This design comes from an exercise in tuning for small area on the open sky130 flow, not from production work.
Only simulation tests tie the RTL to the original design; equivalence was not proved.
Power is estimated from default activity; no workload was simulated.

Design pid_bank, start of the top module:
module pid_bank (
	input          clk,
	input          rst,
	input          sample,
	input  [7:0]   ch_reset,
	input  [7:0]   k1,
	input  [7:0]   k2,
	input  [7:0]   k3,
	input  [255:0] e_in,
	output [255:0] u_out
);
For scale: about 2800 cells after synthesis, ~1100 flip-flops, about 550 I/O pins, roughly 0.033 sq mm of cells after synthesis.
Settings: LEC_CHECK=0, CAP_MARGIN=20, CORE_MARGIN=2, CORE_UTILIZATION=75, PLACE_DENSITY=0.85, SLEW_MARGIN=20; clock period 20.0 ns.
run.sh (not shown) runs the stock make flow with config.mk's settings and CLKGATE_MAP_FILE= SYNTH_SCRIPT=/design/flow/synth_recipe.tcl, a recipe that flattens the netlist after the stock synthesis.
The starting point stopped in 4_1_cts.
Rerun with:
==> flow/flow/run.sh (new file) <==
#!/bin/bash
# Layout flow: the standard flow (standard.sh) with two changes:
#  - the ports are buffered with sky130_fd_sc_hd__buf_1 (buffer_ports
#    -buffer_cell) instead of the cell buffer_ports picks by itself; every
#    port still gets its own buffer;
#  - clock tree synthesis clusters up to 18 registers per leaf buffer.
# The full output of the flow goes to standard.log here.
set -euo pipefail
export BUFFER_PORTS_ARGS="-buffer_cell sky130_fd_sc_hd__buf_1"
export CTS_ARGS="-sink_clustering_enable -repair_clock_nets -buf_list sky130_fd_sc_hd__clkbuf_8 -sink_clustering_size 18 -sink_clustering_max_diameter 60 -sink_buffer_max_cap_derate 1.0"
bash standard.sh > standard.log 2>&1
==> flow/standard.sh (new file) <==
#!/bin/bash
# synth_recipe.tcl (not shown) runs the flow's synth.tcl, then flattens the netlist and writes it again
# the make line also repeats each setting of config.mk as NAME=value (left out here)
make -C /OpenROAD-flow-scripts/flow DESIGN_CONFIG=/design/flow/config.mk WORK_HOME=/design/flow/orfs CLKGATE_MAP_FILE= SYNTH_SCRIPT=/design/flow/synth_recipe.tcl "${@:-finish}"
removed: flow/run.sh
Effect: This time the run produced a clean layout; area after synthesis does not change; synthesized cell count is unchanged.
Rerun with:
==> flow/run.sh (new file) <==
#!/bin/bash
# synth_recipe.tcl (not shown) runs the flow's synth.tcl, then flattens the netlist and writes it again
# the make line also repeats each setting of config.mk as NAME=value (left out here)
make -C /OpenROAD-flow-scripts/flow DESIGN_CONFIG=/design/flow/config.mk WORK_HOME=/design/flow/orfs CLKGATE_MAP_FILE= SYNTH_SCRIPT=/design/flow/synth_recipe.tcl finish
Settings changed: CORE_UTILIZATION 75 to 55, PLACE_DENSITY 0.85 to 0.7.
removed: flow/flow/run.sh
removed: flow/standard.sh
What happened:
- The changed run completed without violations
- combinational power rises by a few percent
- worst hold slack loses 0.010 ns
- cell area rises by about a fifth
- wire length rises by a few percent
- global-route usage falls by 7.8 points

## run A
The RTL this note starts from:
==> flow/design.v <==
module pid_bank (
	input          clk,
	input          rst,
	input          sample,
	input  [7:0]   ch_reset,
	input  [7:0]   k1,
	input  [7:0]   k2,
	input  [7:0]   k3,
	input  [255:0] e_in,
	output [255:0] u_out
);
	reg [255:0] U, E, A, B;
	reg [6:0]   ph;
	reg         run, idl;          
	reg         rt;                
	reg         clr;               
	reg [7:0]   cres;              
	reg [23:0]  kT, kR;
	reg [10:0]  accb;              
	assign u_out = U;
	wire [23:0] k     = {k3, k2, k1};
	wire        bnd   = (ph == 7'd127);
	wire        tick  = sample & ~rst;
	wire [2:0]  ch    = ph[6:4];
	wire        first = (ph[3:0] == 4'd0);
	wire        rot   = run & ~rt;                 
	wire        crm   = rot & cres[ch];           
	wire        mz    = clr | crm;
	wire [1:0] xb = clr ? 2'b00 : (rt ? A[1:0] : E[1:0]);
	wire [1:0] x0 = mz  ? 2'b00 : (rt ? B[1:0] : A[1:0]);
	wire [1:0] x1 = mz  ? 2'b00 : (rt ? E[1:0] : B[1:0]);
	wire [1:0] tU = mz  ? 2'b00 : U[1:0];
	wire [8:0] d1 = {1'b0, kT[7:0]}   - {1'b0, kR[7:0]};
	wire [8:0] d2 = {1'b0, kR[15:8]}  - {1'b0, kT[15:8]};
	wire [8:0] d3 = {1'b0, kT[23:16]} - {1'b0, kR[23:16]};
	function [8:0] pp;
		input [8:0] d;
		input       x;
		pp = x ? {~d[8], d[7:0]} : 9'h100;
	endfunction
	wire [10:0] ab = first ? 11'd768 : accb;
	wire [12:0] sum = tU + ab
	                + pp(d1, xb[0]) + {pp(d1, xb[1]), 1'b0}
	                + pp(d2, x0[0]) + {pp(d2, x0[1]), 1'b0}
	                + pp(d3, x1[0]) + {pp(d3, x1[1]), 1'b0};
	wire        pend  = run & bnd;                  
	wire        clr_n = clr & ~pend;
	wire        rt_n  = ~tick & (rt | pend);
	wire        need  = (k != kT) | clr_n | ~rt_n;
	wire [1:0] E_in = clr ? 2'b00 : (rot ? B[1:0] & {2{~crm}} : E[1:0]);
	wire [1:0] A_in = clr ? 2'b00 : (rot ? E[1:0] : A[1:0]);
	wire [1:0] B_in = clr ? 2'b00 : (rot ? A[1:0] & {2{~crm}} : B[1:0]);
	always @(posedge clk) begin
		A <= {A_in, A[255:2]};
		B <= {B_in, B[255:2]};
		accb <= sum[12:2];
		U <= ({256{run}} & {sum[1:0], U[255:2]}) | ({256{idl}} & U);
		E <= ({256{tick}} & e_in) | ({256{run}} & {E_in, E[255:2]}) | ({256{~(tick|run)}} & E);
		if (bnd)
			kT <= k;
		if (tick)
			cres <= ch_reset;
		if (rst) begin
			ph  <= 7'd127;
			run <= 1'b0;
			idl <= 1'b1;
			rt  <= 1'b1;
			clr <= 1'b1;
		end else begin
			ph  <= ph + 7'd1;
			if (tick)
				kR <= 24'd0;
			else if (pend)
				kR <= kT;
			rt  <= rt_n;
			if (bnd) begin
				clr <= clr_n;
				run <= need;
				idl <= ~need;
			end
		end
	end
endmodule
export LEC_CHECK = 0
export CAP_MARGIN = 20
export CORE_MARGIN = 2
export CORE_UTILIZATION = 75
export PLACE_DENSITY = 0.85
export SLEW_MARGIN = 20
create_clock -name core_clock -period 20.0 [get_ports {clk}]
standard.sh (not shown) runs the stock make flow with config.mk's settings and CLKGATE_MAP_FILE= SYNTH_SCRIPT=/design/flow/synth_recipe.tcl, a recipe that flattens the netlist after the stock synthesis.
==> flow/flow/run.sh <==
#!/bin/bash
# Layout flow: the standard flow (standard.sh) with two changes:
#  - the ports are buffered with sky130_fd_sc_hd__buf_1 (buffer_ports
#    -buffer_cell) instead of the cell buffer_ports picks by itself; every
#    port still gets its own buffer;
#  - clock tree synthesis clusters up to 30 registers per leaf buffer.
# The full output of the flow goes to standard.log here.
set -euo pipefail
export BUFFER_PORTS_ARGS="-buffer_cell sky130_fd_sc_hd__buf_1"
export CTS_ARGS="-sink_clustering_enable -repair_clock_nets -buf_list sky130_fd_sc_hd__clkbuf_16 -sink_clustering_size 30 -sink_clustering_max_diameter 70 -sink_buffer_max_cap_derate 1.0"
bash standard.sh > standard.log 2>&1
For run B, these inputs were changed with respect to run A:
==> flow/flow/run.sh <==
#!/bin/bash
# Layout flow: the standard flow (standard.sh) with two changes:
#  - the ports are buffered with sky130_fd_sc_hd__buf_1 (buffer_ports
#    -buffer_cell) instead of the cell buffer_ports picks by itself; every
#    port still gets its own buffer;
#  - clock tree synthesis clusters up to 18 registers per leaf buffer.
# The full output of the flow goes to standard.log here.
set -euo pipefail
export BUFFER_PORTS_ARGS="-buffer_cell sky130_fd_sc_hd__buf_1"
export CTS_ARGS="-sink_clustering_enable -repair_clock_nets -buf_list sky130_fd_sc_hd__clkbuf_8 -sink_clustering_size 18 -sink_clustering_max_diameter 60 -sink_buffer_max_cap_derate 1.0"
bash standard.sh > standard.log 2>&1
### Flow results
- Going from run A to run B, global-route usage shrinks by 1.0 points.
- Run A and run B all finish clean.
- Met3 usage: run B vs run A up 1.2 points
- Run B against run A: sequential portion of the cell area went up; clock-buffer cell count picked up an extra about 70%.
- Compared with run A, in run B fraction of final layout cells with drive strength greater than 1 now sits higher, maximum frequency lower, register-to-register slack moved down, met3 wire length shows no meaningful change, least setup slack across all paths after layout down 0.28 ns.
[inputs] run C vs run B
==> flow/flow/run.sh <==
#!/bin/bash
# Layout flow: the standard flow (standard.sh) with two changes:
#  - the ports are buffered with sky130_fd_sc_hd__buf_1 (buffer_ports
#    -buffer_cell) instead of the cell buffer_ports picks by itself; every
#    port still gets its own buffer;
#  - clock tree synthesis clusters up to 20 registers per leaf buffer.
# The full output of the flow goes to standard.log here.
set -euo pipefail
export BUFFER_PORTS_ARGS="-buffer_cell sky130_fd_sc_hd__buf_1"
export CTS_ARGS="-sink_clustering_enable -repair_clock_nets -buf_list sky130_fd_sc_hd__clkbuf_8 -sink_clustering_size 20 -sink_clustering_max_diameter 50 -sink_buffer_max_cap_derate 1.0"
bash standard.sh > standard.log 2>&1
Findings:
- From run B to run C the numbers moved as follows: depth of the most critical reg-to-reg path shows no meaningful change, fmax went up by about 3%.
- Looking at total global routing track utilization across run C and run B, the one that comes out higher is run C.
- Sort run C and run B by flop-to-flop setup slack asc -> top: run B
- Run C -> run B: horizontal die dimension delta 0, exact match

v27:
Another version of the RTL of pid_bank (not shown whole).
Size: roughly 2900 cells after synthesis, roughly 1100 flip-flops, ~550 I/O pins, roughly 0.034 mm² of cells after synthesis.
export LEC_CHECK = 0
export CAP_MARGIN = 20
export CORE_MARGIN = 2
export CORE_UTILIZATION = 60
export PLACE_DENSITY = 0.7
export SLEW_MARGIN = 20
create_clock -name core_clock -period 20.0 [get_ports {clk}]
==> flow/flow/run.sh <==
#!/bin/bash
# Layout flow: the standard flow (standard.sh) with two changes:
#  - the ports are buffered with sky130_fd_sc_hd__buf_1 (buffer_ports
#    -buffer_cell) instead of the cell buffer_ports picks by itself; every
#    port still gets its own buffer;
#  - clock tree synthesis clusters up to 30 registers per leaf buffer.
# The full output of the flow goes to standard.log here.
set -euo pipefail
export BUFFER_PORTS_ARGS="-buffer_cell sky130_fd_sc_hd__buf_1"
export CTS_ARGS="-sink_clustering_enable -repair_clock_nets -buf_list sky130_fd_sc_hd__clkbuf_16 -sink_clustering_size 30 -sink_clustering_max_diameter 80 -sink_buffer_max_cap_derate 1.0"
bash standard.sh > standard.log 2>&1
Input-level comparison between v30 and v27:
==> flow/flow/run.sh <==
#!/bin/bash
# Layout flow: the standard flow (standard.sh) with two changes:
#  - the ports are buffered with sky130_fd_sc_hd__buf_1 (buffer_ports
#    -buffer_cell) instead of the cell buffer_ports picks by itself; every
#    port still gets its own buffer;
#  - clock tree synthesis clusters up to 25 registers per leaf buffer.
# The full output of the flow goes to standard.log here.
set -euo pipefail
export BUFFER_PORTS_ARGS="-buffer_cell sky130_fd_sc_hd__buf_1"
export CTS_ARGS="-sink_clustering_enable -repair_clock_nets -buf_list sky130_fd_sc_hd__clkbuf_16 -sink_clustering_size 25 -sink_clustering_max_diameter 80 -sink_buffer_max_cap_derate 1.0"
bash standard.sh > standard.log 2>&1
Notes after the runs:
- Slack of the critical path delta (v30 − v27): unfavourable
- v30 and v27 ended up with roughly the same amount of wire on met2 after detailed routing.
- On cell count, v30 and v27 are basically level.
- There was hardly any difference in worst hold margin between v27 and v30.
- Between v30 and v27, the final design instance area without fill figures differ only marginally.

separate check: timing with driven ports:
In the flow no input, the clock included, has a driving cell. The finished layouts below were timed again as built, in two steps. Step 1 assumes that a clkbuf_16 drives the clock port and a buf_2 every other input. Step 2 adds t to the input delays and takes it off the output delays; t is the mean of the earliest and latest rising clock arrival at the registers after step 1. Input paths then give back, and output paths get back, about the clock's delay inside the block. a / b / c = ideal / step 1 / step 2; a / b = the first two.
run	t (ns)	setup slack, ns	hold WS [ns]	worst slew at a driven data input, ns
the second run of note 1	0.729	13.402 / 13.402 / 13.315	0.323 / 0.323 / 0.323	0.14
the third run of note 1	0.701	13.484 / 13.484 / 12.862	0.312 / 0.312 / 0.312	0.17
run A	0.671	13.635 / 13.635 / 13.468	0.319 / 0.319 / 0.319	0.18
run B	0.695	13.352 / 13.352 / 13.352	0.313 / 0.313 / 0.313	0.16
run C	0.706	13.545 / 13.545 / 13.507	0.321 / 0.321 / 0.321	0.14
v27	0.672	13.828 / 13.841 / 13.196	0.320 / 0.320 / 0.320	0.13
v30	0.682	13.768 / 13.768 / 13.169	0.319 / 0.319 / 0.319	0.13
After both steps setup and hold are still met in every run listed. For v27, which loses most, drivers alone change the setup slack by +0.013 ns; drivers and shift together by -0.632 ns.
